This design comes from an exercise in tuning for small area on the open sky130 flow, not from production work. Only simulation tests tie the RTL to the original design; equivalence was not proved. Power and IR drop assume default switching activity. The clock port is modelled as an ideal driver; clocking choices that lean on that would not hold on a real chip.

[flow/config.mk]
export PLATFORM = sky130hd
export DESIGN_NAME = filter_mod
export DESIGN_NICKNAME = filter_mod
export VERILOG_FILES = /design/flow/design.v
export SDC_FILE = /design/flow/constraint.sdc
export NUM_CORES = 4
export LEC_CHECK = 0
export CAP_MARGIN = 20
export CORE_MARGIN = 2
export CORE_UTILIZATION = 75
export PLACE_DENSITY = 0.85
export SLEW_MARGIN = 20
[flow/constraint.sdc]
create_clock -name core_clock -period 6.0 [get_ports {clk}]
set_input_delay 1.2000 -clock core_clock [delete_from_list [all_inputs] [get_ports {clk}]]
set_output_delay 1.2000 -clock core_clock [all_outputs]
set_load 0.01 [all_outputs]
[flow/design.v]
`timescale 1ns / 1ps
module filter_mod #(
    parameter WIDTH = 8,
    parameter DEPTH = 64,
    parameter LINE_BITS = 10,
    parameter ROWS = 48,
    parameter COLS = 64
)
(
    input clk,
    input reset,
    input [WIDTH-1:0] r_data_in,
    input [WIDTH-1:0] g_data_in,
    input [WIDTH-1:0] b_data_in,
    input data_in_done,
    output [WIDTH-1:0] r_data_out,
    output [WIDTH-1:0] g_data_out,
    output [WIDTH-1:0] b_data_out,
    output data_out_done
);
localparam TAPS = 2 * COLS;
reg [3*WIDTH-1:0] hist [0:TAPS-1];
wire [3*WIDTH-1:0] pix_in = {r_data_in, g_data_in, b_data_in};
integer k;
always @(posedge clk) begin
    hist[0] <= pix_in;
    for (k = 1; k < TAPS; k = k + 1)
        hist[k] <= hist[k-1];
end
reg [5:0] col;       
reg [5:0] row;       
reg lft_col;         
reg rgt_col;         
reg top_row;         
reg bot_row;         
wire row_step = data_in_done & rgt_col;
always @(posedge clk) begin
    if (reset) begin
        col <= 6'd0;
        row <= 6'd62;
        lft_col <= 1'b0;
        rgt_col <= 1'b1;
        top_row <= 1'b0;
        bot_row <= 1'b0;
    end else begin
        if (data_in_done) begin
            col <= col + 6'd1;
            lft_col <= rgt_col;
            rgt_col <= (col == COLS-1);
        end
        if (row_step) begin
            row <= (row == ROWS-1) ? 6'd0 : row + 6'd1;
            top_row <= (row == ROWS-1) | (row == 6'd63);
            bot_row <= (row == ROWS-2);
        end
    end
end
wire run = ~(row[5] & row[4]);    
wire [3*WIDTH-1:0] p_below  = pix_in;
wire [3*WIDTH-1:0] p_right  = hist[COLS-2];
wire [3*WIDTH-1:0] p_centre = hist[COLS-1];
wire [3*WIDTH-1:0] p_left   = hist[COLS];
wire [3*WIDTH-1:0] p_above  = hist[TAPS-1];
function [WIDTH-1:0] sharpen;
    input [WIDTH-1:0] c, l, r, a, b;
    reg [11:0] s;    
    begin
        s = {2'b00, c, 2'b00} + {4'b0000, c}
          - {4'b0000, l} - {4'b0000, r}
          - {4'b0000, a} - {4'b0000, b};
        if (s[11])
            sharpen = {WIDTH{1'b0}};
        else if (s[10:8] != 3'b000)
            sharpen = {WIDTH{1'b1}};
        else
            sharpen = s[7:0];
    end
endfunction
genvar ch;
generate
    for (ch = 0; ch < 3; ch = ch + 1) begin : chan
        wire [WIDTH-1:0] c = p_centre[ch*WIDTH +: WIDTH];
        wire [WIDTH-1:0] l = lft_col ? {WIDTH{1'b0}} : p_left[ch*WIDTH +: WIDTH];
        wire [WIDTH-1:0] r = rgt_col ? {WIDTH{1'b0}} : p_right[ch*WIDTH +: WIDTH];
        wire [WIDTH-1:0] a = top_row ? {WIDTH{1'b0}} : p_above[ch*WIDTH +: WIDTH];
        wire [WIDTH-1:0] b = bot_row ? {WIDTH{1'b0}} : p_below[ch*WIDTH +: WIDTH];
        wire [WIDTH-1:0] y = sharpen(c, l, r, a, b);
    end
endgenerate
reg [WIDTH-1:0] r_q, g_q, b_q;
reg done_q;
always @(posedge clk) begin
    r_q <= chan[0].y;
    g_q <= chan[1].y;
    b_q <= chan[2].y;
end
always @(posedge clk) begin
    if (reset)
        done_q <= 1'b0;
    else
        done_q <= data_in_done & run;
end
assign r_data_out = r_q;
assign g_data_out = g_q;
assign b_data_out = b_q;
assign data_out_done = done_q;
endmodule
[flow/flow/run.sh]
#!/bin/bash
# The standard layout, with small port buffers and no CTS dummy loads.
set -euo pipefail
export BUFFER_PORTS_ARGS="-buffer_cell sky130_fd_sc_hd__buf_1"
export CTS_ARGS="-sink_clustering_enable -repair_clock_nets -dont_use_dummy_load -sink_clustering_size 30 -sink_clustering_max_diameter 50"
bash standard.sh > standard_flow.log 2>&1
[flow/standard.sh]
#!/bin/bash
# synth_recipe.tcl (not shown) runs the flow's synth.tcl, then flattens the netlist and writes it again
# the make line also repeats each setting of config.mk as NAME=value (left out here)
make -C /OpenROAD-flow-scripts/flow DESIGN_CONFIG=/design/flow/config.mk WORK_HOME=/design/flow/orfs CLKGATE_MAP_FILE= SYNTH_SCRIPT=/design/flow/synth_recipe.tcl "${@:-finish}"
==> results of run 1 <==
==> synthesized netlist by cell type (2+ instances only) <==
library cell,count
sky130_fd_sc_hd__nand2_1,24
sky130_fd_sc_hd__a221oi_2,3
sky130_fd_sc_hd__clkbuf_1,12
sky130_fd_sc_hd__o21bai_1,3
sky130_fd_sc_hd__a211oi_2,3
sky130_fd_sc_hd__nor3_4,3
sky130_fd_sc_hd__o21ai_1,2
sky130_fd_sc_hd__a31oi_1,3
sky130_fd_sc_hd__inv_1,130
sky130_fd_sc_hd__xnor2_1,26
sky130_fd_sc_hd__xor2_1,13
sky130_fd_sc_hd__a21oi_1,54
sky130_fd_sc_hd__a21o_1,10
sky130_fd_sc_hd__o21ai_0,13
sky130_fd_sc_hd__nor2b_1,36
sky130_fd_sc_hd__fa_1,90
sky130_fd_sc_hd__o211ai_1,6
sky130_fd_sc_hd__nand4_1,3
sky130_fd_sc_hd__a211o_1,2
sky130_fd_sc_hd__nand3_1,12
sky130_fd_sc_hd__ha_1,48
sky130_fd_sc_hd__o21a_1,3
sky130_fd_sc_hd__nor2_1,19
sky130_fd_sc_hd__o22ai_1,3
sky130_fd_sc_hd__nand2b_1,61
sky130_fd_sc_hd__dfxtp_1,3113
==> repair_timing <==
action	4_1_cts	5_1_grt
setup endpoints to repair	2	16
resized for setup	1	6
cloned	0	0
endpoints found under the hold margin	0	0
==> layout make-up <==
type | instances | area [µm²] | area share (%)
Multi-Input combinational cell | 449 | 4360 | 6.02
Antenna cell | 6 | 15.0 | 0.0207
Inverter | 130 | 488 | 0.674
Sequential cell | 3113 | 62300 | 86.1
Tap cell | 1165 | 1460 | 2.01
Clock buffer | 141 | 3530 | 4.87
Timing Repair Buffer | 55 | 221 | 0.306
==> per-stage QoR <==
stage,std cells,TNS (ns),utilization (%)
2_1_floorplan,3704,0,-
3_3_place_gp,4912,0,77.7
3_5_place_dp,4912,0,77.7
4_1_cts,5053,0,81.6
5_1_grt,5053,0,81.7
6_report,5059,-0.938,81.7
==> final timing paths <==
path / startpoint / endpoint / slack (ns) / depth (start not counted)
setup / recovery: bot_row / r_q[2] / -0.25 / 15
hold / removal: hist[33][15] / hist[34][15] / 0.26 / 0
setup reg to reg: bot_row / r_q[2] / -0.25 / 15
hold reg to reg: hist[33][15] / hist[34][15] / 0.26 / 0
==> registers in the layout (all words and copies together) (netlist names), 6 cells and up <==
name	count
hist	3072
g_q	8
col	6
b_q	8
row	6
r_q	8
==> kinds of logic after synthesis <==
group,after synthesis,synth area share (%)
flip-flops,3113,92.7
AO/OA/AOI/OAI,107,0.989
XOR/XNOR,39,0.508
buffers and inverters,142,0.793
adder cells (fa/ha/maj),138,3.57
multiplexers,1,0.0149
AND/OR/NAND/NOR,164,1.39
==> layer usage <==
layer | global-route usage, % | vias up | routed length [µm]
met5 | 1.09 | - | 198
met4 | 20.6 | 10 | 10800
met3 | 9.72 | 704 | 10600
met2 | 49.8 | 1492 | 65300
met1 | 36.2 | 12700 | 51500
li1 | - | 11600 | -
==> report_power, final <==
part	switching (W)	total (W)	leakage [nW]	internal (W)
registers	0.000196	0.0213	25.5	0.0211
logic	0.000210	0.000298	2.30	0.0000883
clock network	0.00602	0.0103	1.74	0.00423
total	0.00643	0.0318	29.6	0.0254
==> worst reg2reg max path, delay by kind of cell (launching register included) <==
family,cells,cell delay [ns]
compound gates,4,1.47
buf+inv,4,0.82
xor+xnor,1,0.21
simple gates,2,1.18
fa+ha+maj,4,1.90
flops,1,0.50
==> Flow_metrics.wiki, run 1 <==
{| class="wikitable"
! Metric !! Value
|-
| Layout cell share with drive strength beyond 1 || 4.17%
|-
| Vias post-DR || 26.6k
|-
| Total DRC errors in the routed layout || 0
|-
| Pwr per Cell Area || 440 nW/µm²
|-
| Max Fclk || 160 MHz
|-
| Number of buffers inserted by post-CTS setup repair || 0
|-
| Class of the tightest hold or removal check || flop to flop
|-
| Effective utilization at floorplan || 75.8%
|-
| Setup slack after placement || 0.645 ns
|-
| Antenna violations before repair || 13
|-
| Commonest cells after routing, fill and taps aside || sky130_fd_sc_hd__dfxtp_1, sky130_fd_sc_hd__clkbuf_16, sky130_fd_sc_hd__inv_1
|-
| Critical path arrival || 6.83 ns
|-
| Total wirelength of the detailed-routed design || 138 mm
|-
| Count of hold-fix buffers inserted at cts || 0
|-
| Crit-path leading delay family || adder cells
|-
| Number of DRC markers after the initial detailed-route iteration || 2465
|-
| Max_slew headroom || 35.7%
|-
| Core Box Area || 88600 µm²
|-
| Largest net degree at the start of global routing || 31
|-
| Grt total ovfl || 0
|-
| Total GRT Usage || 31.1%
|-
| First-pass detailed-route iteration total || 7
|-
| Most area-consuming cells after synthesis || sky130_fd_sc_hd__dfxtp_1, sky130_fd_sc_hd__fa_1, sky130_fd_sc_hd__ha_1
|-
| Worst Clk Skew || 0.0787 ns
|-
| Deepest level of the CTS H-tree || 4
|-
| Number of cells produced by synthesis || 3704
|-
| Worst IR drop on VDD || 338 µV
|-
| Final instance area || 72400 µm²
|-
| Tot Pwr || 0.0318 W
|-
| Number of nets in the layout || 4055
|-
| Height of the chip || 303 µm
|-
| Floorplan die area || 92000 µm²
|-
| Wire length of the first global-routing pass || 200 mm
|-
| Worst hold slack after final layout || 0.261 ns
|-
| Post-synthesis instance area || 67200 µm²
|-
| Layout violations || setup timing
|-
| Worst setup SP type || flop
|-
| Share of Yosys cell area claimed by the top area cell type || 92.7%
|-
| Fill cells || 3507
|-
| Worst Setup End Kind || flop
|-
| Total of endpoints with negative setup slack in the final report || 8
|-
| Mapped Nets || 3869
|-
| Post-detailed-route wirelength per cell || 27.4 µm
|-
| Synthesized area per cell || 18.1 µm²
|-
| Top-level port count || 52
|-
| Critical path peak fanout || 18
|-
| Standard cell with the maximum stage delay on the critical path || sky130_fd_sc_hd__nor2b_1
|-
| RePlAce Congestion || 0.826
|-
| Area added between synthesis and finish || 7.73%
|-
| Detail-routed via count per cell || 5.25
|-
| EDFF count, synth || 0
|-
| Sequential fraction of the synthesis area || 92.7%
|-
| Pins Over Slew Limit || 0
|-
| Worst-margin pin slew || 0.964 ns
|-
| Final critical path time including I/O delays and setup || 6.25 ns
|-
| Worst setup slack after layout || -0.247 ns
|-
| Die boundary width || 303 µm
|-
| Number of sinks handled by clock tree synthesis || 3113
|-
| Final antenna-violating net count || 0
|-
| Async set or reset register ratio after synthesis || 0%
|-
| Cell taking the most area after synthesis || sky130_fd_sc_hd__dfxtp_1
|-
| Cell at the root of the clock tree || sky130_fd_sc_hd__clkbuf_16
|-
| Total clock buffers created by CTS || 141
|-
| Most frequently used flop master after synthesis || sky130_fd_sc_hd__dfxtp_1
|-
| RSZ-0062 raised after global routing || false
|-
| Most frequent standard cell in the layout excluding fill and tap cells || sky130_fd_sc_hd__dfxtp_1
|-
| Status || finished with violations
|-
| Via count of the first global-routing pass || 29.5k
|-
| Count of max-cap constraint violations || 0
|-
| Clock tree from TritonCTS || built
|-
| Clock insertion delay at the later pin of the skew report || 0.78 ns
|-
| Crit-path max cell delay || 0.64 ns
|-
| Maximum clock path buffer count || 3
|-
| Std cell rows || 109
|-
| Cell variety after synth || 35
|-
| Static Leak || 29.6 nW
|-
| Number of warnings printed during yosys synthesis || 2
|-
| Placed wire-length estimate || 66.6 mm
|-
| Share of the clock period used by the worst path || 104%
|-
| Placed instance area || 68800 µm²
|-
| Port-buffer cells || 51
|-
| Critical path data required time || 6.59 ns
|-
| Final hold violation count || 0
|-
| Critical path class || flop to flop
|-
| FF+latch count, synth || 3113
|-
| CP cell instances || buf_4 > nor2b_1 > fa_1 > inv_1 > fa_1 > inv_1 > fa_1 > inv_1 > ha_1 > o211ai_1 > o21ai_2 > a221oi_2 > xnor2_1 > nor3_4 > a21oi_1
|-
| Clock slew seen by the registers of the worst setup and hold paths || 0.11 ns
|-
| Total buffers and inverters traversed by the critical path || 4
|}
==> run 2: changes to the inputs <==
==> flow/flow/run.sh (replaced) <==
#!/bin/bash
# The standard layout, with small port buffers, smaller clock tree buffers above the
# leaves and no CTS dummy loads.
set -euo pipefail
export BUFFER_PORTS_ARGS="-buffer_cell sky130_fd_sc_hd__buf_1"
export CTS_ARGS="-sink_clustering_enable -repair_clock_nets -dont_use_dummy_load -root_buf sky130_fd_sc_hd__clkbuf_16 -tree_buf sky130_fd_sc_hd__clkbuf_8 -sink_clustering_buffer sky130_fd_sc_hd__clkbuf_16 -sink_clustering_size 30 -sink_clustering_max_diameter 40"
bash standard.sh > standard_flow.log 2>&1
--- a/flow/config.mk
+++ b/flow/config.mk
@@ -9,4 +9,5 @@
 export CORE_MARGIN = 2
 export CORE_UTILIZATION = 75
 export PLACE_DENSITY = 0.85
+export SETUP_SLACK_MARGIN = 0.4
 export SLEW_MARGIN = 20
==> run 2 against run 1 <==
Effect of this change: synthesized cell count unchanged; the flow now stops in global routing (5_1_grt); synthesized area is the same.
==> Flow_metrics.wiki, run 2 <==
{| class="wikitable"
! Metric !! Value
|-
| Port-buffer cells || 51 (unchanged)
|-
| Deepest level of the CTS H-tree || 4 (unchanged)
|-
| RePlAce Congestion || 0.826 (unchanged)
|-
| Cell at the root of the clock tree || sky130_fd_sc_hd__clkbuf_16
|-
| Placed wire-length estimate || 66.6 mm (unchanged)
|-
| Cell taking the most area after synthesis || sky130_fd_sc_hd__dfxtp_1
|-
| Sequential fraction of the synthesis area || 92.7% (unchanged)
|-
| Number of sinks handled by clock tree synthesis || 3113 (unchanged)
|-
| Share of Yosys cell area claimed by the top area cell type || 92.7% (unchanged)
|-
| Status || stopped before the end
|-
| Most frequently used flop master after synthesis || sky130_fd_sc_hd__dfxtp_1
|-
| Library cell with the highest instance count after synthesis || sky130_fd_sc_hd__dfxtp_1
|-
| Post-synthesis instance area || 67200 µm² (unchanged)
|-
| Most area-consuming cells after synthesis || sky130_fd_sc_hd__dfxtp_1, sky130_fd_sc_hd__fa_1, sky130_fd_sc_hd__ha_1
|-
| Mapped Nets || 3869 (unchanged)
|-
| EDFF count, synth || 0 (unchanged)
|-
| Number of warnings printed during yosys synthesis || 2 (unchanged)
|-
| Number of cells produced by synthesis || 3704 (unchanged)
|-
| Largest net degree at the start of global routing || 31
|-
| Cell variety after synth || 35 (unchanged)
|-
| FF+latch count, synth || 3113 (unchanged)
|-
| Most used standard cells in the synthesized netlist || sky130_fd_sc_hd__dfxtp_1, sky130_fd_sc_hd__inv_1, sky130_fd_sc_hd__fa_1
|-
| Stop err || [ERROR DPL-0033] detailed placement checks failed during check placement.
|-
| Worst Endpoint after GRT Repair || r_q[7]$_SDFF_PN0_/D
|-
| Effective utilization at floorplan || 75.8% (unchanged)
|-
| Halt Stage || global routing (5_1_grt)
|-
| Maximum clock path buffer count || 3 (unchanged)
|-
| Total clock buffers created by CTS || 173 (+23%)
|-
| Antenna violations before repair || 26
|-
| Std cell rows || 109 (unchanged)
|-
| Async set or reset register ratio after synthesis || 0% (unchanged)
|-
| Worst_ep kind || register input
|-
| Synthesized area per cell || 18.1 µm² (unchanged)
|-
| Top-level port count || 52 (unchanged)
|-
| Height of the chip || 303 µm (unchanged)
|-
| Die boundary width || 303 µm (unchanged)
|}
[run 2: through the flow]
stage          setup WS [ns]  instance area [µm²]  util, %  instances  hold slack (ns)
4_1_cts                0.411                73000     82.3       5085            0.241
3_5_place_dp           0.645                68800     77.7       4912            0.312
2_1_floorplan           1.50                67200        -       3704            0.310
3_3_place_gp            1.12                68800     77.7       4912            0.310
[run 2: what timing repair did]
item / in CTS
hold buffers: 0
setup endpoints to repair: 24
buffers inserted: 0
resized for setup: 6
[run 2: logic make-up after synthesis]
family | after synthesis | share of synthesized area, %
AOI/OAI and AO/OA | 107 | 0.989
adders and majority gates | 138 | 3.57
DFF | 3113 | 92.7
buffers and inverters | 142 | 0.793
xor gates and xnor gates | 39 | 0.508
muxes | 1 | 0.0149
and+or+nand+nor | 164 | 1.39
[run 2: power by group through the flow]
stage / Clock [W] / Sequential, W / Combinational (W)
after CTS: 0.0112 / 0.0213 / 0.000269
after detailed placement: 0 / 0.0217 / 0.000208
after global placement: 0 / 0.0217 / 0.000179
after floorplan: 0 / 0.0216 / 0.000141
[run 2: worst max-delay path by stage]
stage | start | slack [ns] | depth (start not counted) | to
4_1_cts | bot_row | 0.41 | 15 | r_q[2]
3_5_place_dp | g_data_in[4] | 0.65 | 15 | g_q[1]
3_3_place_gp | g_data_in[2] | 1.12 | 15 | g_q[6]
2_1_floorplan | g_data_in[2] | 1.50 | 14 | g_q[0]
==> run 3: changes to the inputs <==
--- a/flow/config.mk
+++ b/flow/config.mk
@@ -7,7 +7,6 @@
 export LEC_CHECK = 0
 export CAP_MARGIN = 20
 export CORE_MARGIN = 2
-export CORE_UTILIZATION = 75
-export PLACE_DENSITY = 0.85
+export CORE_UTILIZATION = 55
 export SETUP_SLACK_MARGIN = 0.4
 export SLEW_MARGIN = 20
==> run 3 against run 2 <==
Effect of this change: now clean on timing, DRC and antenna; synthesized area unchanged; synthesized cell count unchanged.
==> Flow_metrics.wiki, run 3 <==
{| class="wikitable"
! Metric !! Value
|-
| Status || finished clean
|-
| Detail-routed via count per cell || 4.15
|-
| Deepest level of the CTS H-tree || 4 (unchanged)
|-
| Wire length of the first global-routing pass || 122 mm
|-
| Maximum clock path buffer count || 3 (unchanged)
|-
| Class of the tightest hold or removal check || flop to flop
|-
| Mapped Nets || 3869 (unchanged)
|-
| Most frequently used flop master after synthesis || sky130_fd_sc_hd__dfxtp_1
|-
| Worst setup slack after layout || 1.31 ns
|-
| Post-synthesis instance area || 67200 µm² (unchanged)
|-
| Cell at the root of the clock tree || sky130_fd_sc_hd__clkbuf_16
|-
| Clk pwr share || 35.7%
|-
| Cell total after placement || 5373 (+9.4%)
|-
| Worst IR drop on VDD || 285 µV
|-
| Pins Over Slew Limit || 0
|-
| Post-detailed-route wirelength per cell || 13.2 µm
|-
| Total GRT Usage || 12.4%
|-
| Via count of the first global-routing pass || 23.4k
|-
| Fill cells || 8878
|-
| Sequential fraction of the synthesis area || 92.7% (unchanged)
|-
| Layout cell share with drive strength beyond 1 || 5.80%
|-
| Count of hold-fix buffers inserted at cts || 0 (unchanged)
|-
| Number of nets in the layout || 4130
|-
| Register containing the most flip-flops in the final layout || hist
|-
| Worst-margin pin slew || 0.774 ns
|-
| Number of cells produced by synthesis || 3704 (unchanged)
|-
| Standard cell with the maximum stage delay on the critical path || sky130_fd_sc_hd__dfxtp_1
|-
| Post-Layout Cell Count || 5591
|-
| Total DRC errors in the routed layout || 0
|-
| Share of Yosys cell area claimed by the top area cell type || 92.7% (unchanged)
|-
| Worst Setup End Kind || flop
|-
| Most frequent standard cell in the layout excluding fill and tap cells || sky130_fd_sc_hd__dfxtp_1
|-
| Area added between synthesis and finish || 11.0%
|-
| Final critical path time including I/O delays and setup || 4.69 ns
|-
| Comb pwr share || 0.6%
|-
| Total of endpoints with negative setup slack in the final report || 0
|-
| Synthesized area per cell || 18.1 µm² (unchanged)
|-
| Critical path data required time || 6.62 ns
|-
| Cell taking the most area after synthesis || sky130_fd_sc_hd__dfxtp_1
|-
| FF+latch count, synth || 3113 (unchanged)
|-
| Final hold violation count || 0
|-
| Placed wire-length estimate || 42.4 mm (-36%)
|-
| Most area-consuming cells after synthesis || sky130_fd_sc_hd__dfxtp_1, sky130_fd_sc_hd__fa_1, sky130_fd_sc_hd__ha_1
|-
| Effective utilization at floorplan || 55.3% (-21 points)
|-
| Max_slew headroom || 48.4%
|-
| Hold Crit Depth || 0
|-
| Vias post-DR || 23.2k
|-
| Number of buffers inserted by post-CTS setup repair || 0 (unchanged)
|-
| Clock tree from TritonCTS || built
|-
| Cell variety after synth || 35 (unchanged)
|-
| Setup slack after placement || 0.984 ns (+0.338 ns)
|-
| Internal cell power || 0.0271 W
|-
| Antenna violations before repair || 6
|-
| Critical path peak fanout || 15
|-
| Final antenna-violating net count || 0
|-
| Number of DRC markers after the initial detailed-route iteration || 948
|-
| Most used standard cells in the synthesized netlist || sky130_fd_sc_hd__dfxtp_1, sky130_fd_sc_hd__inv_1, sky130_fd_sc_hd__fa_1
|-
| Static Leak || 30.4 nW
|-
| Total clock buffers created by CTS || 215 (+24%)
|-
| Share of the clock period used by the worst path || 78.2%
|-
| Largest net degree at the start of global routing || 31
|-
| Setup TNS Final || 0 ns
|-
| Port-buffer cells || 51 (unchanged)
|-
| Count of max-cap constraint violations || 0
|-
| Grt total ovfl || 0
|-
| First-pass detailed-route iteration total || 4
|-
| Total wirelength of the detailed-routed design || 73.6 mm
|-
| EDFF count, synth || 0 (unchanged)
|-
| RSZ-0062 raised after global routing || false
|-
| Worst setup SP type || flop
|-
| Std cell rows || 128 (+17%)
|-
| Commonest cells after routing, fill and taps aside || sky130_fd_sc_hd__dfxtp_1, sky130_fd_sc_hd__clkbuf_16, sky130_fd_sc_hd__inv_1
|-
| # resized after CTS || 0 (-6)
|-
| Number of cells on the worst reg-to-reg path || 14
|-
| Die boundary width || 354 µm (+17%)
|-
| Sequential group share of total power || 63.7%
|-
| Switching power share of the total || 18.4%
|-
| Critical path arrival || 5.31 ns
|-
| Number of flip-flops in the largest register || 3072
|-
| Clock insertion delay at the later pin of the skew report || 0.81 ns
|-
| Crit-path max cell delay || 0.74 ns
|-
| Net switching power of the design || 0.00612 W
|-
| RePlAce Congestion || 0.762 (-7.8%)
|-
| Floorplan die area || 125000 µm²
|-
| Async set or reset register ratio after synthesis || 0% (unchanged)
|-
| Library cell with the highest instance count after synthesis || sky130_fd_sc_hd__dfxtp_1
|-
| Clock slew seen by the registers of the worst setup and hold paths || 0.07 ns
|-
| Number of sinks handled by clock tree synthesis || 3113 (unchanged)
|-
| Critical path class || flop to flop
|-
| CP cell instances || buf_4 > nand2b_1 > fa_1 > fa_1 > inv_1 > fa_1 > inv_1 > ha_1 > a21oi_1 > o211ai_1 > a31oi_1 > o21ai_0 > a21oi_1 > a21oi_1
|-
| Max Fclk || 213 MHz
|-
| Worst Clk Skew || 0.0699 ns
|-
| Tot Pwr || 0.0333 W
|-
| Number of warnings printed during yosys synthesis || 2 (unchanged)
|-
| Pwr per Cell Area || 446 nW/µm²
|-
| Top-level port count || 52 (unchanged)
|-
| Height of the chip || 354 µm (+17%)
|-
| Core Box Area || 122000 µm²
|}
run 3: per-stage QoR:
step / area (µm²) / util, % / hold slack, ns
3_3_place_gp: 69400 / 57.1 / 0.310
6_report: 74600 / 61.4 / 0.258
2_1_floorplan: 67200 / - / 0.310
3_5_place_dp: 69400 / 57.1 / 0.312
5_1_grt: 74600 / 61.4 / 0.267
4_1_cts: 74600 / 61.4 / 0.252
run 3: layout make-up:
| class | instances | area (µm²) | area share (%) |
|---|---|---|---|
| repair buffers | 56 | 229 | 0.307 |
| well taps | 1625 | 2030 | 2.72 |
| inverters | 130 | 488 | 0.654 |
| clock buffers | 215 | 5200 | 6.97 |
| diodes | 3 | 7.51 | 0.0101 |
| flip-flops and latches | 3113 | 62300 | 83.5 |
| multi-input cells | 449 | 4350 | 5.83 |
run 3: kinds of logic after synthesis:
| group | Yosys count | synth area share [%] |
|---|---|---|
| buf+inv | 142 | 0.793 |
| compound gates | 107 | 0.989 |
| fa+ha+maj | 138 | 3.57 |
| xor+xnor | 39 | 0.508 |
| flops | 3113 | 92.7 |
| mux | 1 | 0.0149 |
| simple gates | 164 | 1.39 |
run 3: critical path: cells and delay by family (launching register included):
family	cells	cell delay (ns)
buffers and inverters	3	0.43
AND/OR/NAND/NOR	1	0.14
AO/OA/AOI/OAI	6	1.43
adder cells (fa/ha/maj)	4	1.79
flip-flops	1	0.74
run 3: final timing paths:
| kind | endpoint | slack, ns | start |
|---|---|---|---|
| max | r_q[3] | 1.31 | lft_col |
| min | hist[111][11] | 0.26 | hist[110][11] |
| max reg2reg | r_q[3] | 1.31 | lft_col |
| min reg2reg | hist[111][11] | 0.26 | hist[110][11] |
run 3: routing by layer:
metal,up-vias,global-route usage [%],share of wire (%)
met1,10900,19.2,55
met2,324,16.3,37
met4,0,5.22,2.8
met3,182,3.25,4.9
li1,11800,-,-
met5,-,0,0
run 3: power by group through the flow:
stage / Clock (W) / Sequential (W) / Combinational, W
global route: 0.0131 / 0.0212 / 0.000221
global placement: 0 / 0.0217 / 0.000195
detailed placement: 0 / 0.0217 / 0.000195
floorplan: 0 / 0.0216 / 0.000141
CTS: 0.0123 / 0.0212 / 0.000196
finish: 0.0119 / 0.0212 / 0.000193
==> run 4: changes to the inputs <==
==> flow/flow/run.sh (replaced) <==
#!/bin/bash
# The standard layout, with small port buffers, smaller clock tree buffers above the
# leaves and no CTS dummy loads.
set -euo pipefail
export BUFFER_PORTS_ARGS="-buffer_cell sky130_fd_sc_hd__buf_1"
export CTS_ARGS="-sink_clustering_enable -repair_clock_nets -dont_use_dummy_load -root_buf sky130_fd_sc_hd__clkbuf_16 -tree_buf sky130_fd_sc_hd__clkbuf_8 -sink_clustering_buffer sky130_fd_sc_hd__clkbuf_16 -sink_clustering_size 30 -sink_clustering_max_diameter 70"
bash standard.sh > standard_flow.log 2>&1
--- a/flow/config.mk
+++ b/flow/config.mk
@@ -7,6 +7,6 @@
 export LEC_CHECK = 0
 export CAP_MARGIN = 20
 export CORE_MARGIN = 2
-export CORE_UTILIZATION = 55
-export SETUP_SLACK_MARGIN = 0.4
+export CORE_UTILIZATION = 60
+export SETUP_SLACK_MARGIN = 0.3
 export SLEW_MARGIN = 20
==> run 4 against run 3 <==
Effect of this change: non-clock buffer count shrank 1; routed wire length grew 2.1%; power shrank 8.9%; cell area shrank 3.3%; register-to-register slack lost 0.13 ns; via count shrank 1.7%; core utilization grew 3.8 points; clock power shrank 25%; first-iteration DRC count grew 19%; die area shrank 8.2%; sequential power is essentially flat; critical endpoint is now b_q[5]; largest cell class unchanged.
==> Flow_metrics.wiki, run 4 <==
{| class="wikitable"
! Metric !! Value
|-
| Most frequently used flop master after synthesis || sky130_fd_sc_hd__dfxtp_1
|-
| Sequential fraction of the synthesis area || 92.7% (unchanged)
|-
| Number of cells produced by synthesis || 3704 (unchanged)
|-
| Worst Setup End Kind || flop
|-
| Most area-consuming cells after synthesis || sky130_fd_sc_hd__dfxtp_1, sky130_fd_sc_hd__fa_1, sky130_fd_sc_hd__ha_1
|-
| Count of max-cap constraint violations || 0 (unchanged)
|-
| Total of endpoints with negative setup slack in the final report || 0 (unchanged)
|-
| Clock slew seen by the registers of the worst setup and hold paths || 0.10 ns (+0.03 ns)
|-
| Std cell rows || 122 (-4.7%)
|-
| Fill cells || 7680 (-13%)
|-
| # resized after CTS || 0 (unchanged)
|-
| Number of buffers inserted by post-CTS setup repair || 0 (unchanged)
|-
| End point of the critical path || b_q[5]
|-
| Reg2Reg Setup Slack || 1.17 ns (-0.13 ns)
|-
| Clk pwr share || 29.4% (-6.3 points)
|-
| Cell at the root of the clock tree || sky130_fd_sc_hd__clkbuf_16
|-
| FF+latch count, synth || 3113 (unchanged)
|-
| Max Fclk || 207 MHz (-2.8%)
|-
| Post-Layout Cell Count || 5355 (-4.2%)
|-
| Sequential group share of total power || 69.9% (+6.2 points)
|-
| Port-buffer cells || 51 (unchanged)
|-
| Hold Crit Depth || 0 (unchanged)
|-
| Critical path data required time || 6.52 ns (-0.10 ns)
|-
| Area of all sequential standard cells || 62300 µm² (unchanged)
|-
| Cell total after placement || 5235 (-2.6%)
|-
| First-pass detailed-route iteration total || 5 (+1)
|-
| Placed wire-length estimate || 43.9 mm (+3.6%)
|-
| Total GRT Usage || 13.4% (+0.97 points)
|-
| Detail-routed via count per cell || 4.26 (+2.6%)
|-
| Clock insertion delay at the later pin of the skew report || 0.72 ns (-0.09 ns)
|-
| Number of flip-flops in the largest register || 3072 (unchanged)
|-
| RSZ-0062 raised after global routing || false
|-
| Wire length of the first global-routing pass || 123 mm (+1.5%)
|-
| Source of the worst register-to-register timing path || rgt_col
|-
| Grt total ovfl || 0 (unchanged)
|-
| Most frequent standard cell in the layout excluding fill and tap cells || sky130_fd_sc_hd__dfxtp_1
|-
| Total clock buffers created by CTS || 118 (-45%)
|-
| Worst-margin pin slew || 0.899 ns (+0.125 ns)
|-
| Die boundary width || 339 µm (-4.2%)
|-
| Share of the clock period used by the worst path || 80.4% (+2.2 points)
|-
| Synthesized area per cell || 18.1 µm² (unchanged)
|-
| Cell variety after synth || 35 (unchanged)
|-
| Internal cell power || 0.0247 W (-9.1%)
|-
| Top-level port count || 52 (unchanged)
|-
| Via count of the first global-routing pass || 23.3k (-0.17%)
|-
| Layout cell share with drive strength beyond 1 || 3.42% (-2.4 points)
|-
| Pins Over Slew Limit || 0 (unchanged)
|-
| Register containing the most flip-flops in the final layout || hist
|-
| Switching power share of the total || 18.5% (+0.12 points)
|-
| Final hold violation count || 0 (unchanged)
|-
| Tot Pwr || 0.0303 W (-8.9%)
|-
| Critical path arrival || 5.35 ns (+0.04 ns)
|-
| Library cell with the highest instance count after synthesis || sky130_fd_sc_hd__dfxtp_1
|-
| Total wirelength of the detailed-routed design || 75.1 mm (+2.1%)
|-
| Final critical path time including I/O delays and setup || 4.83 ns (+0.135 ns)
|-
| Async set or reset register ratio after synthesis || 0% (unchanged)
|-
| Pwr per Cell Area || 420 nW/µm² (-5.9%)
|-
| Reg2Reg Capture Point || b_q[5]
|-
| Area added between synthesis and finish || 7.43%
|-
| Core Box Area || 111000 µm² (-8.8%)
|-
| Number of DRC markers after the initial detailed-route iteration || 1132 (+19%)
|-
| Post-detailed-route wirelength per cell || 14.0 µm (+6.6%)
|-
| Number of cells on the worst reg-to-reg path || 14 (unchanged)
|-
| Height of the chip || 339 µm (-4.2%)
|-
| Floorplan die area || 115000 µm² (-8.2%)
|-
| Vias post-DR || 22.8k (-1.7%)
|-
| Net switching power of the design || 0.00561 W (-8.4%)
|-
| Max_slew headroom || 40.0% (-8.4 points)
|-
| Antenna violations before repair || 8 (+2)
|-
| Count of hold-fix buffers inserted at cts || 0 (unchanged)
|-
| Crit path from || rgt_col
|-
| Worst IR drop on VDD || 349 µV (+22%)
|-
| RePlAce Congestion || 0.800 (+5.0%)
|-
| Worst setup SP type || flop
|-
| Static Leak || 29.3 nW (-3.7%)
|-
| Commonest cells after routing, fill and taps aside || sky130_fd_sc_hd__dfxtp_1, sky130_fd_sc_hd__inv_1, sky130_fd_sc_hd__clkbuf_16
|-
| Final antenna-violating net count || 0 (unchanged)
|-
| Cell taking the most area after synthesis || sky130_fd_sc_hd__dfxtp_1
|-
| Deepest level of the CTS H-tree || 3 (-1)
|-
| Worst Clk Skew || 0.0843 ns (+0.0144 ns)
|-
| Number of nets in the layout || 4032 (-2.4%)
|-
| Class of the tightest hold or removal check || flop to flop
|-
| Clock tree from TritonCTS || built
|-
| Critical path class || flop to flop
|-
| Setup TNS Final || 0 ns (unchanged)
|-
| Effective utilization at floorplan || 60.6% (+5.4 points)
|-
| Number of warnings printed during yosys synthesis || 2 (unchanged)
|-
| Most used standard cells in the synthesized netlist || sky130_fd_sc_hd__dfxtp_1, sky130_fd_sc_hd__inv_1, sky130_fd_sc_hd__fa_1
|-
| Largest net degree at the start of global routing || 31 (unchanged)
|-
| Worst hold slack after final layout || 0.253 ns (-0.00542 ns)
|-
| Multi-input gate area in the final layout || 4350 µm² (unchanged)
|-
| Comb pwr share || 0.6% (about the same)
|-
| Maximum clock path buffer count || 3 (unchanged)
|-
| Mapped Nets || 3869 (unchanged)
|-
| Post-synthesis instance area || 67200 µm² (unchanged)
|-
| Status || finished clean
|-
| Total DRC errors in the routed layout || 0 (unchanged)
|-
| Critical path peak fanout || 17 (+2)
|-
| Number of sinks handled by clock tree synthesis || 3113 (unchanged)
|-
| Share of Yosys cell area claimed by the top area cell type || 92.7% (unchanged)
|-
| EDFF count, synth || 0 (unchanged)
|}
-- run 4: cell counts after synthesis --
No cell type changed its count.
-- run 4: worst min path at each step --
stage                  start       endpoint
2_1_floorplan    hist[99][0]   hist[100][0]
3_3_place_gp      hist[8][2]     hist[9][2]
3_5_place_dp   hist[101][22]  hist[102][22]
4_1_cts          hist[69][3]    hist[70][3]
5_1_grt          hist[69][3]    hist[70][3]
6_report         hist[69][3]    hist[70][3]
-- run 4: power groups by stage --
| stage | sequential (W) | combinational (W) | clock (W) |
|---|---|---|---|
| finish | 0.0212 | 0.000195 | 0.00891 |
| global route | 0.0212 | 0.000218 | 0.00999 |
| CTS | 0.0212 | 0.000194 | 0.00922 |
| detailed placement | 0.0217 | 0.000193 | 0 |
| global placement | 0.0217 | 0.000185 | 0 |
| floorplan | 0.0216 | 0.000141 | 0 |
-- run 4: per-stage QoR --
stage	util, %	cell area (µm²)	worst slack, ns
final	65.1	72200	1.17
after global routing	65.1	72200	0.842
after CTS	65.1	72200	1.07
after detailed placement	62.5	69200	0.959
after global placement	62.5	69200	1.06
after floorplan	-	67200	1.50
-- run 4: logic make-up after synthesis --
| group | after synthesis | synth area share, % |
|---|---|---|
| fa+ha+maj | 138 | 3.57 |
| flops | 3113 | 92.7 |
| simple gates | 164 | 1.39 |
| buf+inv | 142 | 0.793 |
| mux | 1 | 0.0149 |
| xor+xnor | 39 | 0.508 |
| compound gates | 107 | 0.989 |
-- run 4: area by class of cell --
| type | instances | share of cell area [%] |
|---|---|---|
| inverter | 130 | 0.676 |
| timing repair buffer | 55 | 0.307 |
| clock buffer | 118 | 4.09 |
| tap | 1488 | 2.58 |
| antenna | 2 | 0.00693 |
| multi-input combinational | 449 | 6.03 |
| sequential | 3113 | 86.3 |
-- run 4: metal layers --
layer	up-vias	GRT usage (%)	part of all wire (%)
met5	-	0	0
li1	11600	-	-
met1	10800	21.7	56
met3	149	2.36	4.0
met4	0	4.57	2.7
met2	314	17.9	37
-- run 4: worst max-delay path, cell delays in order, from the launching register on --
cell	delay [ns]
sky130_fd_sc_hd__dfxtp_1	0.90
sky130_fd_sc_hd__buf_4	0.32
sky130_fd_sc_hd__nand2b_1	0.16
sky130_fd_sc_hd__fa_1	0.47
sky130_fd_sc_hd__fa_1	0.50
sky130_fd_sc_hd__inv_1	0.05
sky130_fd_sc_hd__fa_1	0.49
sky130_fd_sc_hd__inv_1	0.07
sky130_fd_sc_hd__fa_1	0.44
sky130_fd_sc_hd__a211oi_2	0.25
sky130_fd_sc_hd__o21ai_1	0.17
sky130_fd_sc_hd__a221oi_2	0.30
sky130_fd_sc_hd__xnor2_1	0.14
sky130_fd_sc_hd__nor3_4	0.31
sky130_fd_sc_hd__a21oi_1	0.13
==> run 5: changes to the inputs <==
--- a/flow/design.v
+++ b/flow/design.v
@@ -29,33 +29,21 @@
 end
 reg [5:0] col;       
 reg [5:0] row;       
-reg lft_col;         
-reg rgt_col;         
-reg top_row;         
-reg bot_row;         
-wire row_step = data_in_done & rgt_col;
 always @(posedge clk) begin
     if (reset) begin
         col <= 6'd0;
         row <= 6'd62;
-        lft_col <= 1'b0;
-        rgt_col <= 1'b1;
-        top_row <= 1'b0;
-        bot_row <= 1'b0;
-    end else begin
-        if (data_in_done) begin
-            col <= col + 6'd1;
-            lft_col <= rgt_col;
-            rgt_col <= (col == COLS-1);
-        end
-        if (row_step) begin
+    end else if (data_in_done) begin
+        col <= col + 6'd1;
+        if (col == 6'd0)
             row <= (row == ROWS-1) ? 6'd0 : row + 6'd1;
-            top_row <= (row == ROWS-1) | (row == 6'd63);
-            bot_row <= (row == ROWS-2);
-        end
     end
 end
 wire run = ~(row[5] & row[4]);    
+wire top_row = (row == 6'd0);
+wire bot_row = (row == ROWS-1);
+wire lft_col = (col == 6'd1);    
+wire rgt_col = (col == 6'd0);    
 wire [3*WIDTH-1:0] p_below  = pix_in;
 wire [3*WIDTH-1:0] p_right  = hist[COLS-2];
 wire [3*WIDTH-1:0] p_centre = hist[COLS-1];
==> run 5 against run 4 <==
Effect of this change: critical path type unchanged; synthesized cell count hardly changed; flip-flop and latch count is 4 lower; synthesized area is 0.28% lower; final cell count hardly changed; die area is 0.27% lower; sequential share of layout area hardly changed; clock-buffer cell count is 3 higher; largest cell class unchanged; core utilization hardly changed; clock power is 0.4% higher; worst setup slack worse by 0.32 ns; still clean.
==> Flow_metrics.wiki, run 5 <==
{| class="wikitable"
! Metric !! Value
|-
| Comb pwr share || 0.7% (about the same)
|-
| Maximum clock path buffer count || 3 (unchanged)
|-
| Total GRT Usage || 13.3% (-0.049 points)
|-
| Cell variety after synth || 35 (unchanged)
|-
| Worst-margin pin slew || 0.610 ns (-0.289 ns)
|-
| Number of DRC markers after the initial detailed-route iteration || 1054 (-6.9%)
|-
| Area added between synthesis and finish || 7.57%
|-
| Critical path data required time || 6.51 ns (about the same)
|-
| Total of endpoints with negative setup slack in the final report || 0 (unchanged)
|-
| Hold Crit Depth || 0 (unchanged)
|-
| Most frequently used flop master after synthesis || sky130_fd_sc_hd__dfxtp_1
|-
| Sequential fraction of the synthesis area || 92.9% (+0.14 points)
|-
| Wire length of the first global-routing pass || 122 mm (-0.72%)
|-
| Static Leak || 29.4 nW (+0.20%)
|-
| Number of cells on the worst reg-to-reg path || 17 (+3)
|-
| Max_slew headroom || 59.3% (+19 points)
|-
| Internal cell power || 0.0247 W (+0.22%)
|-
| Post-synthesis instance area || 67000 µm² (-0.28%)
|-
| Effective utilization at floorplan || 60.6% (-0.085 points)
|-
| Top-level port count || 52 (unchanged)
|-
| Count of hold-fix buffers inserted at cts || 0 (unchanged)
|-
| Worst IR drop on VDD || 289 µV (-17%)
|-
| Cell at the root of the clock tree || sky130_fd_sc_hd__clkbuf_16
|-
| Number of buffers inserted by post-CTS setup repair || 0 (unchanged)
|-
| Worst setup SP type || flop
|-
| Post-detailed-route wirelength per cell || 13.7 µm (-2.1%)
|-
| First-pass detailed-route iteration total || 4 (-1)
|-
| Hold_sp || hist[65][21]
|-
| Number of sinks handled by clock tree synthesis || 3109 (-0.13%)
|-
| Floorplan die area || 114000 µm² (-0.27%)
|-
| Critical path class || flop to flop
|-
| Vias post-DR || 22.8k (+0.11%)
|-
| Critical path peak fanout || 13 (-4)
|-
| Placed wire-length estimate || 43.6 mm (-0.76%)
|-
| Library cell with the highest instance count after synthesis || sky130_fd_sc_hd__dfxtp_1
|-
| Class of the tightest hold or removal check || flop to flop
|-
| Port-buffer cells || 51 (unchanged)
|-
| Register containing the most flip-flops in the final layout || hist
|-
| Detail-routed via count per cell || 4.26 (about the same)
|-
| Final hold violation count || 0 (unchanged)
|-
| Total DRC errors in the routed layout || 0 (unchanged)
|-
| Total clock buffers created by CTS || 121 (+2.5%)
|-
| Final antenna-violating net count || 0 (unchanged)
|-
| Number of flip-flops in the largest register || 3072 (unchanged)
|-
| Reg2Reg Capture Point || r_q[5]
|-
| Number of nets in the layout || 4040 (+0.20%)
|-
| Most area-consuming cells after synthesis || sky130_fd_sc_hd__dfxtp_1, sky130_fd_sc_hd__fa_1, sky130_fd_sc_hd__ha_1
|-
| Clock insertion delay at the later pin of the skew report || 0.70 ns (-0.02 ns)
|-
| Number of warnings printed during yosys synthesis || 2 (unchanged)
|-
| Synthesized area per cell || 18.1 µm² (-0.30%)
|-
| Final critical path time including I/O delays and setup || 5.15 ns (+0.322 ns)
|-
| Pins Over Slew Limit || 0 (unchanged)
|-
| Pwr per Cell Area || 421 nW/µm² (+0.23%)
|-
| Source of the worst register-to-register timing path || row[0]
|-
| Most used standard cells in the synthesized netlist || sky130_fd_sc_hd__dfxtp_1, sky130_fd_sc_hd__inv_1, sky130_fd_sc_hd__fa_1
|-
| Share of the clock period used by the worst path || 85.8% (+5.4 points)
|-
| Net switching power of the design || 0.00558 W (-0.54%)
|-
| Worst Setup End Kind || flop
|-
| Clk pwr share || 29.5% (about the same)
|-
| Commonest cells after routing, fill and taps aside || sky130_fd_sc_hd__dfxtp_1, sky130_fd_sc_hd__inv_1, sky130_fd_sc_hd__clkbuf_16
|-
| Core Box Area || 111000 µm² (-0.14%)
|-
| Sink of the worst hold path || hist[66][21]
|-
| Sequential group share of total power || 69.8% (about the same)
|-
| Clock tree from TritonCTS || built
|-
| Mapped Nets || 3872 (+0.078%)
|-
| Setup TNS Final || 0 ns (unchanged)
|-
| EDFF count, synth || 0 (unchanged)
|-
| Count of max-cap constraint violations || 0 (unchanged)
|-
| Critical path arrival || 5.66 ns (+0.31 ns)
|-
| Std cell rows || 122 (unchanged)
|-
| Clock slew seen by the registers of the worst setup and hold paths || 0.10 ns (about the same)
|-
| Die boundary width || 338 µm (-0.14%)
|-
| Switching power share of the total || 18.4% (-0.11 points)
|-
| Worst hold slack after final layout || 0.243 ns (-0.0101 ns)
|-
| Total wirelength of the detailed-routed design || 73.6 mm (-2.0%)
|-
| Via count of the first global-routing pass || 23.5k (+0.49%)
|-
| Layout cell share with drive strength beyond 1 || 3.51% (+0.098 points)
|-
| Antenna violations before repair || 3 (-5)
|-
| RSZ-0062 raised after global routing || false
|-
| Deepest level of the CTS H-tree || 3 (unchanged)
|-
| FF+latch count, synth || 3109 (-0.13%)
|-
| RePlAce Congestion || 0.800 (about the same)
|-
| Number of cells produced by synthesis || 3705 (+0.027%)
|-
| Reg2Reg Setup Slack || 0.85 ns (-0.32 ns)
|-
| Largest net degree at the start of global routing || 31 (unchanged)
|-
| Async set or reset register ratio after synthesis || 0% (unchanged)
|-
| Status || finished clean
|-
| Max Fclk || 194 MHz (-6.3%)
|-
| Most frequent standard cell in the layout excluding fill and tap cells || sky130_fd_sc_hd__dfxtp_1
|-
| Grt total ovfl || 0 (unchanged)
|-
| Worst Clk Skew || 0.0745 ns (-0.00984 ns)
|-
| Share of Yosys cell area claimed by the top area cell type || 92.9% (+0.14 points)
|-
| # resized after CTS || 0 (unchanged)
|-
| Cell taking the most area after synthesis || sky130_fd_sc_hd__dfxtp_1
|-
| Height of the chip || 338 µm (-0.14%)
|}
## run 5: cell types whose count changed after synthesis, sizes merged, moves of 3 or more
| cell | change |
|---|---|
| dfxtp | -4 |
| nor2b | -35 |
| clkbuf | -3 |
| and2 | +35 |
| nor2 | -5 |
| inv | +9 |
| nand2b | -60 |
| nand2 | +62 |
## run 5: layout make-up
type | instances | area [µm²]
flip-flops and latches | 3109 | 62200
fillers | 7608 | 38600
multi-input cells | 447 | 4220
clock buffers | 121 | 3030
well taps | 1488 | 1860
inverters | 139 | 522
repair buffers | 55 | 221
diodes | 1 | 2.50
## run 5: per-stage QoR
| step | area, µm² | power [W] | setup WS [ns] | std cells | util, % |
|---|---|---|---|---|---|
| after floorplan | 67000 | 0.0217 | 1.48 | 3705 | - |
| after global placement | 69100 | 0.0218 | 1.07 | 5238 | 62.4 |
| after detailed placement | 69100 | 0.0219 | 0.905 | 5238 | 62.4 |
| after CTS | 72100 | 0.0307 | 0.791 | 5359 | 65.1 |
| after global routing | 72100 | 0.0315 | 0.410 | 5359 | 65.1 |
| final | 72100 | 0.0303 | 0.853 | 5360 | 65.1 |
## run 5: how the worst max path moves through the flow
stage	cells after the start	slack, ns	from	end
final	17	0.85	row[0]	r_q[5]
after global routing	17	0.41	row[0]	r_q[5]
after CTS	17	0.79	row[0]	r_q[5]
after detailed placement	17	0.91	row[0]	r_q[4]
after global placement	16	1.07	row[5]	b_q[6]
after floorplan	14	1.48	g_data_in[2]	g_q[0]
## run 5: cell families after synthesis
kind of cell	after synthesis	share of synthesized area [%]
muxes	1	0.0149
buffers and inverters	149	0.835
DFF	3109	92.9
xor gates and xnor gates	38	0.497
and+or+nand+nor	164	1.19
adders and majority gates	140	3.62
AOI/OAI and AO/OA	104	0.975
## run 5: critical path, stage by stage (launching register included)
cell and delay, ns:
sky130_fd_sc_hd__dfxtp_1 0.41, sky130_fd_sc_hd__inv_1 0.07, sky130_fd_sc_hd__ha_1 0.19, sky130_fd_sc_hd__nand2_1 0.45, sky130_fd_sc_hd__buf_4 0.33, sky130_fd_sc_hd__nand2_1 0.15
sky130_fd_sc_hd__fa_1 0.51, sky130_fd_sc_hd__fa_1 0.49, sky130_fd_sc_hd__inv_1 0.06, sky130_fd_sc_hd__fa_1 0.48, sky130_fd_sc_hd__inv_1 0.04, sky130_fd_sc_hd__ha_1 0.34
sky130_fd_sc_hd__a21oi_1 0.18, sky130_fd_sc_hd__o211ai_1 0.17, sky130_fd_sc_hd__a31oi_1 0.30, sky130_fd_sc_hd__o21ai_0 0.13, sky130_fd_sc_hd__a21oi_1 0.50, sky130_fd_sc_hd__a21oi_1 0.11
## run 5: layer usage
| layer | global-route usage, % | vias up | routed length (µm) |
|---|---|---|---|
| li1 | - | 11600 | - |
| met4 | 4.36 | 0 | 2230 |
| met2 | 17.7 | 277 | 27700 |
| met3 | 2.76 | 145 | 2820 |
| met1 | 21.5 | 10800 | 40900 |
| met5 | 0 | - | 0 |
## run 5: power by group through the flow
stage	Clock [W]	Combinational [W]	Sequential, W
finish	0.00895	0.000214	0.0212
floorplan	0	0.000148	0.0216
global placement	0	0.000210	0.0216
global route	0.0101	0.000244	0.0212
detailed placement	0	0.000217	0.0216
CTS	0.00929	0.000218	0.0212
==> run 6: changes to the inputs <==
--- a/flow/design.v
+++ b/flow/design.v
@@ -29,21 +29,33 @@
 end
 reg [5:0] col;       
 reg [5:0] row;       
+reg lft_col;         
+reg rgt_col;         
+reg top_row;         
+reg bot_row;         
+wire row_step = data_in_done & rgt_col;
 always @(posedge clk) begin
     if (reset) begin
         col <= 6'd0;
         row <= 6'd62;
-    end else if (data_in_done) begin
-        col <= col + 6'd1;
-        if (col == 6'd0)
+        lft_col <= 1'b0;
+        rgt_col <= 1'b1;
+        top_row <= 1'b0;
+        bot_row <= 1'b0;
+    end else begin
+        if (data_in_done) begin
+            col <= col + 6'd1;
+            lft_col <= rgt_col;
+            rgt_col <= (col == COLS-1);
+        end
+        if (row_step) begin
             row <= (row == ROWS-1) ? 6'd0 : row + 6'd1;
+            top_row <= (row == ROWS-1) | (row == 6'd63);
+            bot_row <= (row == ROWS-2);
+        end
     end
 end
 wire run = ~(row[5] & row[4]);    
-wire top_row = (row == 6'd0);
-wire bot_row = (row == ROWS-1);
-wire lft_col = (col == 6'd1);    
-wire rgt_col = (col == 6'd0);    
 wire [3*WIDTH-1:0] p_below  = pix_in;
 wire [3*WIDTH-1:0] p_right  = hist[COLS-2];
 wire [3*WIDTH-1:0] p_centre = hist[COLS-1];
==> flow/flow/run.sh (replaced) <==
#!/bin/bash
# The standard layout with three changes that leave every register as the standard
# synthesis makes it:
#  - carry lookahead mapped with Yosys's own Brent-Kung $lcu instead of Kogge-Stone
#    (SYNTH_OPERATIONS_ARGS set, so synth.tcl adds no -extra-map),
#  - redundant inverters between full adders removed from the synthesised netlist
#    (flow/invpush.py: a full adder is self-dual),
#  - small port buffers, and clock tree synthesis without dummy loads.
# Each step's output goes to a log file of its own in this folder.
set -euo pipefail
export BUFFER_PORTS_ARGS="-buffer_cell sky130_fd_sc_hd__buf_1"
export CTS_ARGS="-sink_clustering_enable -repair_clock_nets -dont_use_dummy_load -root_buf sky130_fd_sc_hd__clkbuf_16 -tree_buf sky130_fd_sc_hd__clkbuf_8 -sink_clustering_buffer sky130_fd_sc_hd__clkbuf_16 -sink_clustering_size 30 -sink_clustering_max_diameter 70"
export SYNTH_OPERATIONS_ARGS="-nofsm"
RES=orfs/results/sky130hd/filter_mod/base
bash standard.sh synth > flow_synth.log 2>&1
cp $RES/1_2_yosys.v 1_2_yosys.orig.v
python3 flow/invpush.py 1_2_yosys.orig.v $RES/1_2_yosys.v > flow_invpush.log 2>&1
rm -f $RES/1_synth.odb $RES/1_synth.sdc
bash standard.sh finish > flow_finish.log 2>&1
==> flow/flow/invpush.py (new file) <==
#!/usr/bin/env python3
"""Remove redundant inverters around full adders in a flat Yosys netlist.

A full adder is self-dual: FA(~a, ~b, ~c) = (~cout, ~sum). Each fa_1 may thus be
"flipped" (inputs and outputs complemented) without changing the function.
This chooses flips greedily to minimise the number of inverters, then rewrites the
netlist with one inverter per signal that still needs its complement.

usage: invpush.py IN.v OUT.v
"""
import re
import sys
from collections import defaultdict

INV = "sky130_fd_sc_hd__inv_1"
FA = "sky130_fd_sc_hd__fa_1"
OUT_PINS = {"X", "Y", "Q", "Q_N", "SUM", "COUT", "HI", "LO"}

src = open(sys.argv[1]).read()
cell_re = re.compile(r"^(\s*)(sky130_fd_sc_hd__\w+)\s+(\S+)\s*\((.*?)\);\s*$", re.S | re.M)
pin_re = re.compile(r"\.(\w+)\(\s*(\\\S+\s|[^()\s]+)\s*\)")

mod_start = src.index("module ")
mod_end = src.rindex("endmodule")
header_end = src.index(");", mod_start) + 2
header = src[mod_start:header_end]
ports = set()
for m in re.finditer(r"^\s*(input|output|inout)\s+(\[[^\]]*\]\s*)?(\\\S+\s|[^\s;]+)\s*;", src, re.M):
    ports.add(m.group(3).strip())

cells = []
for m in cell_re.finditer(src):
    pins = [(p, n.strip()) for p, n in pin_re.findall(m.group(4))]
    cells.append({"type": m.group(2), "name": m.group(3), "pins": pins, "span": m.span()})

def base_name(net):
    # strip bit select for port membership tests
    return re.sub(r"\s*\[\d+\]$", "", net)

def is_port(net):
    return base_name(net) in ports or net in ports

driver = {}
for i, c in enumerate(cells):
    for p, n in c["pins"]:
        if p in OUT_PINS:
            driver[n] = (i, p)

# inverters that may be removed: internal input and output nets
removable = set()
for i, c in enumerate(cells):
    if c["type"] == INV:
        d = dict(c["pins"])
        if not is_port(d["Y"]) and not is_port(d["A"]):
            removable.add(i)

def resolve(net):
    par = 0
    seen = 0
    while net in driver and driver[net][0] in removable and seen < 100:
        i = driver[net][0]
        net = dict(cells[i]["pins"])["A"]
        par ^= 1
        seen += 1
    return net, par

# loads per base net: (cell index, pin, parity)
loads = defaultdict(list)
for i, c in enumerate(cells):
    if i in removable:
        continue
    for p, n in c["pins"]:
        if p not in OUT_PINS:
            b, par = resolve(n)
            loads[b].append((i, p, par))

# flippable full adders: output nets internal
flippable = set()
for i, c in enumerate(cells):
    if c["type"] == FA and not any(is_port(n) for p, n in c["pins"]):
        flippable.add(i)
flip = defaultdict(int)

def base_of_driver_pin(i, p):
    return dict(cells[i]["pins"])[p]

def net_cost(b):
    prov = 0
    if b in driver and driver[b][0] in flippable:
        prov = flip[driver[b][0]]
    for (i, p, par) in loads[b]:
        need = par ^ (flip[i] if i in flippable else 0)
        if need != prov:
            return 1
    return 0

def cell_nets(i):
    nets = set()
    for p, n in cells[i]["pins"]:
        if p in OUT_PINS:
            nets.add(n)
        else:
            nets.add(resolve(n)[0])
    return nets

before = sum(net_cost(b) for b in list(loads.keys()))
improved = True
while improved:
    improved = False
    for i in sorted(flippable):
        nets = cell_nets(i)
        c0 = sum(net_cost(b) for b in nets)
        flip[i] ^= 1
        c1 = sum(net_cost(b) for b in nets)
        if c1 < c0:
            improved = True
        else:
            flip[i] ^= 1
after = sum(net_cost(b) for b in list(loads.keys()))

# rewrite connections
new_pins = {i: dict(c["pins"]) for i, c in enumerate(cells)}
new_invs = []
k = 0
for b in list(loads.keys()):
    prov = flip[driver[b][0]] if (b in driver and driver[b][0] in flippable) else 0
    comp = None
    for (i, p, par) in loads[b]:
        need = par ^ (flip[i] if i in flippable else 0)
        if need == prov:
            new_pins[i][p] = b
        else:
            if comp is None:
                comp = "_ipush%d_" % k
                k += 1
                new_invs.append((comp, b))
            new_pins[i][p] = comp

def fmt(typ, name, pins, indent="  "):
    body = ",\n".join("%s  .%s(%s)" % (indent, p, n if not n.startswith("\\") else n + " ") for p, n in pins)
    return "%s%s %s (\n%s\n%s);" % (indent, typ, name, body, indent)

out = []
pos = 0
for i, c in enumerate(cells):
    s, e = c["span"]
    out.append(src[pos:s])
    if i not in removable:
        order = [p for p, n in c["pins"]]
        out.append("\n" + fmt(c["type"], c["name"], [(p, new_pins[i][p]) for p in order]))
    pos = e
tail = src[pos:]
extra_wires = "".join("  wire %s;\n" % w for w, _ in new_invs)
extra_cells = "".join("\n" + fmt(INV, "%s_c" % w[:-1] + "_", [("A", b if not b.startswith("\\") else b), ("Y", w)]) for w, b in new_invs)
tail = tail.replace("endmodule", extra_cells + "\nendmodule", 1)
text = "".join(out) + tail
# declare new wires right after the header
text = text[:header_end] + "\n" + extra_wires + text[header_end:]
open(sys.argv[2], "w").write(text)
print("invpush: %d removable inverters, signal complements %d -> %d, %d adders flipped"
      % (len(removable), before, after, sum(1 for i in flippable if flip[i])))
==> run 6 against run 5 <==
Effect of this change: still clean on timing, DRC and antenna; flip-flop and latch count is 4 higher; synthesized cell count shrank 3.1%; via count is 3.0% lower; clock skew fell by 0.011 ns; synthesized area fell by 0.28%; non-clock buffer count grew 2; core utilization shrank 0.10 points; die area is 0.28% lower; critical path depth fell by 2; sequential power is essentially flat; routed wire length is 0.56% higher.
==> Flow_metrics.wiki, run 6 <==
{| class="wikitable"
! Metric !! Value
|-
| Top-level port count || 52 (unchanged)
|-
| Most frequent standard cell in the layout excluding fill and tap cells || sky130_fd_sc_hd__dfxtp_1
|-
| Die boundary width || 338 µm (-0.14%)
|-
| Cell at the root of the clock tree || sky130_fd_sc_hd__clkbuf_16
|-
| Deepest level of the CTS H-tree || 3 (unchanged)
|-
| Number of nets in the layout || 3934 (-2.6%)
|-
| Std cell rows || 122 (unchanged)
|-
| Critical path peak fanout || 18 (+5)
|-
| Total clock buffers created by CTS || 120 (-0.83%)
|-
| Layout cell share with drive strength beyond 1 || 3.49% (-0.024 points)
|-
| Status || finished clean
|-
| Critical path data required time || 6.50 ns (about the same)
|-
| Height of the chip || 338 µm (-0.14%)
|-
| Number of warnings printed during yosys synthesis || 2 (unchanged)
|-
| Placed wire-length estimate || 44.0 mm (+0.91%)
|-
| Final critical path time including I/O delays and setup || 5.11 ns (-0.0351 ns)
|-
| Floorplan die area || 114000 µm² (-0.28%)
|-
| Tot Pwr || 0.0304 W (+0.11%)
|-
| Max Fclk || 196 MHz (+0.69%)
|-
| Worst Setup End Kind || flop
|-
| Count of max-cap constraint violations || 0 (unchanged)
|-
| Mapped Nets || 3768 (-2.7%)
|-
| Number of cells produced by synthesis || 3590 (-3.1%)
|-
| Setup slack after placement || 0.426 ns (-0.479 ns)
|-
| First-pass detailed-route iteration total || 4 (unchanged)
|-
| Total of endpoints with negative setup slack in the final report || 0 (unchanged)
|-
| Via count of the first global-routing pass || 22.6k (-3.7%)
|-
| RSZ-0062 raised after global routing || false
|-
| Met2 WL || 27.6 mm (-0.27%)
|-
| Post-Layout Cell Count || 5244 (-2.2%)
|-
| Antenna violations before repair || 11 (+8)
|-
| Largest net degree at the start of global routing || 31 (unchanged)
|-
| Reg2Reg Setup Slack || 0.89 ns (+0.04 ns)
|-
| Pins Over Slew Limit || 0 (unchanged)
|-
| Clock insertion delay at the later pin of the skew report || 0.72 ns (+0.02 ns)
|-
| Effective utilization at floorplan || 60.5% (-0.085 points)
|-
| Final design utilization || 65.0% (-0.10 points)
|-
| Pwr per Cell Area || 422 nW/µm² (+0.40%)
|-
| Grt total ovfl || 0 (unchanged)
|-
| Length of routed met3 wiring || 3.11 mm (+10%)
|-
| Clock slew seen by the registers of the worst setup and hold paths || 0.10 ns (about the same)
|-
| Post-synthesis instance area || 66800 µm² (-0.28%)
|-
| # resized after CTS || 0 (unchanged)
|-
| Worst setup SP type || flop
|-
| Share of the clock period used by the worst path || 85.2% (-0.58 points)
|-
| Number of flip-flops in the largest register || 3072 (unchanged)
|-
| Top metal layer carrying routed signals || met5
|-
| Synthesized area per cell || 18.6 µm² (+2.9%)
|-
| Final hold violation count || 0 (unchanged)
|-
| Static Leak || 28.9 nW (-1.5%)
|-
| Number of DRC markers after the initial detailed-route iteration || 1082 (+2.7%)
|-
| Critical path class || flop to flop
|-
| Critical path arrival || 5.61 ns (-0.05 ns)
|-
| Register containing the most flip-flops in the final layout || hist
|-
| Detailed-routing wirelength on met1 || 41.4 mm (+1.3%)
|-
| Number of buffers inserted by post-CTS setup repair || 0 (unchanged)
|-
| Setup TNS Final || 0 ns (unchanged)
|-
| Worst Clk Skew || 0.0638 ns (-0.0106 ns)
|-
| Final antenna-violating net count || 0 (unchanged)
|-
| Count of hold-fix buffers inserted at cts || 0 (unchanged)
|-
| Worst-margin pin slew || 0.906 ns (+0.296 ns)
|-
| Total wirelength of the detailed-routed design || 74.0 mm (+0.56%)
|-
| Total GRT Usage || 13.4% (+0.056 points)
|-
| Maximum clock path buffer count || 3 (unchanged)
|-
| Cell total after placement || 5122 (-2.2%)
|-
| Worst setup slack after layout || 0.888 ns (+0.0351 ns)
|-
| Class of the tightest hold or removal check || flop to flop
|-
| Post-detailed-route wirelength per cell || 14.1 µm (+2.8%)
|-
| Clock tree from TritonCTS || built
|-
| Total DRC errors in the routed layout || 0 (unchanged)
|-
| Max_slew headroom || 39.2% (-20 points)
|-
| Vias post-DR || 22.1k (-3.0%)
|-
| Worst IR drop on VDD || 295 µV (+2.3%)
|-
| Wire length of the first global-routing pass || 119 mm (-2.5%)
|-
| Commonest cells after routing, fill and taps aside || sky130_fd_sc_hd__dfxtp_1, sky130_fd_sc_hd__clkbuf_16, sky130_fd_sc_hd__fa_1
|-
| Area added between synthesis and finish || 7.56% (about the same)
|-
| Number of sinks handled by clock tree synthesis || 3113 (+0.13%)
|-
| Port-buffer cells || 51 (unchanged)
|-
| Core Box Area || 111000 µm² (-0.14%)
|-
| Detail-routed via count per cell || 4.22 (-0.84%)
|-
| RePlAce Congestion || 0.767 (-4.1%)
|}
-- run 6: per-layer routing --
layer	up-vias	track usage [%]
li1	11200	-
met1	10600	21.7
met2	252	17.8
met3	125	2.80
met4	2	4.02
met5	-	0
-- run 6: final timing paths --
path / from / to / cells past startpoint
hold / removal: hist[66][11] / hist[67][11] / 0
setup / recovery: lft_col / g_q[5] / 15
setup reg to reg: lft_col / g_q[5] / 15
hold reg to reg: hist[66][11] / hist[67][11] / 0
-- run 6: worst max-delay path, stage by stage (launching register included) --
cell and delay, ns:
sky130_fd_sc_hd__dfxtp_1 0.88, sky130_fd_sc_hd__buf_4 0.27, sky130_fd_sc_hd__nor2b_1 0.06, sky130_fd_sc_hd__fa_1 0.37, sky130_fd_sc_hd__inv_1 0.10, sky130_fd_sc_hd__fa_1 0.42
sky130_fd_sc_hd__inv_1 0.09, sky130_fd_sc_hd__fa_1 0.42, sky130_fd_sc_hd__fa_1 0.43, sky130_fd_sc_hd__nand3b_1 0.21, sky130_fd_sc_hd__nand2_1 0.12, sky130_fd_sc_hd__a21oi_1 0.11
sky130_fd_sc_hd__o21ai_0 0.25, sky130_fd_sc_hd__fa_1 0.47, sky130_fd_sc_hd__nor3_1 0.49, sky130_fd_sc_hd__a21boi_0 0.20
-- run 6: layout make-up --
class                   count  area, µm²
flip-flops and latches   3113      62300
inverters                  70        263
clock buffers             120       3000
diodes                      2       5.00
fillers                  7647      38600
multi-input cells         394       4190
repair buffers             57        236
well taps                1488       1860
-- run 6: through the flow --
stage / cell area [µm²] / hold WS, ns
2_1_floorplan: 66800 / 0.310
3_3_place_gp: 68900 / 0.309
3_5_place_dp: 68900 / 0.312
4_1_cts: 71900 / 0.268
5_1_grt: 71900 / 0.274
6_report: 71900 / 0.263
-- run 6: where the power goes --
group	switching (W)	internal [W]
Sequential	0.000106	0.0211
Clock	0.00538	0.00358
Combinational	0.000120	0.0000880

## port drivers added, routing unchanged
No port has a modelled driver above. Below, the same layouts with a new extraction and two added sets of constraints. Step 1 (the two cells are an assumption about what drives the block):
set clk [get_ports {clk}]
set_driving_cell -lib_cell sky130_fd_sc_hd__clkbuf_16 $clk
set_driving_cell -lib_cell sky130_fd_sc_hd__buf_2 [delete_from_list [all_inputs] $clk]
Step 2 also shifts input and output timing later by t, the mid clock arrival at the registers, as if the neighbouring blocks saw the same clock. Slacks: ideal ports / drivers / drivers and shift; pairs: ideal ports / drivers.
run	shift t [ns]	setup slack, ns	worst setup path at the end	worst data-port slew with drivers (ns)
run 1	0.816	-0.247 / -0.247 / -0.881	input to register	0.16
run 3	0.869	1.309 / 1.309 / 0.909	input to register	0.05
run 4	0.762	1.175 / 1.175 / 0.890	input to register	0.04
run 5	0.748	0.853 / 0.853 / 0.853	register to register	0.08
run 6	0.750	0.888 / 0.888 / 0.447	input to register	0.15
The setup slack of run 1, which loses most, moves by 0.000 ns with the drivers and by -0.634 ns with both steps.
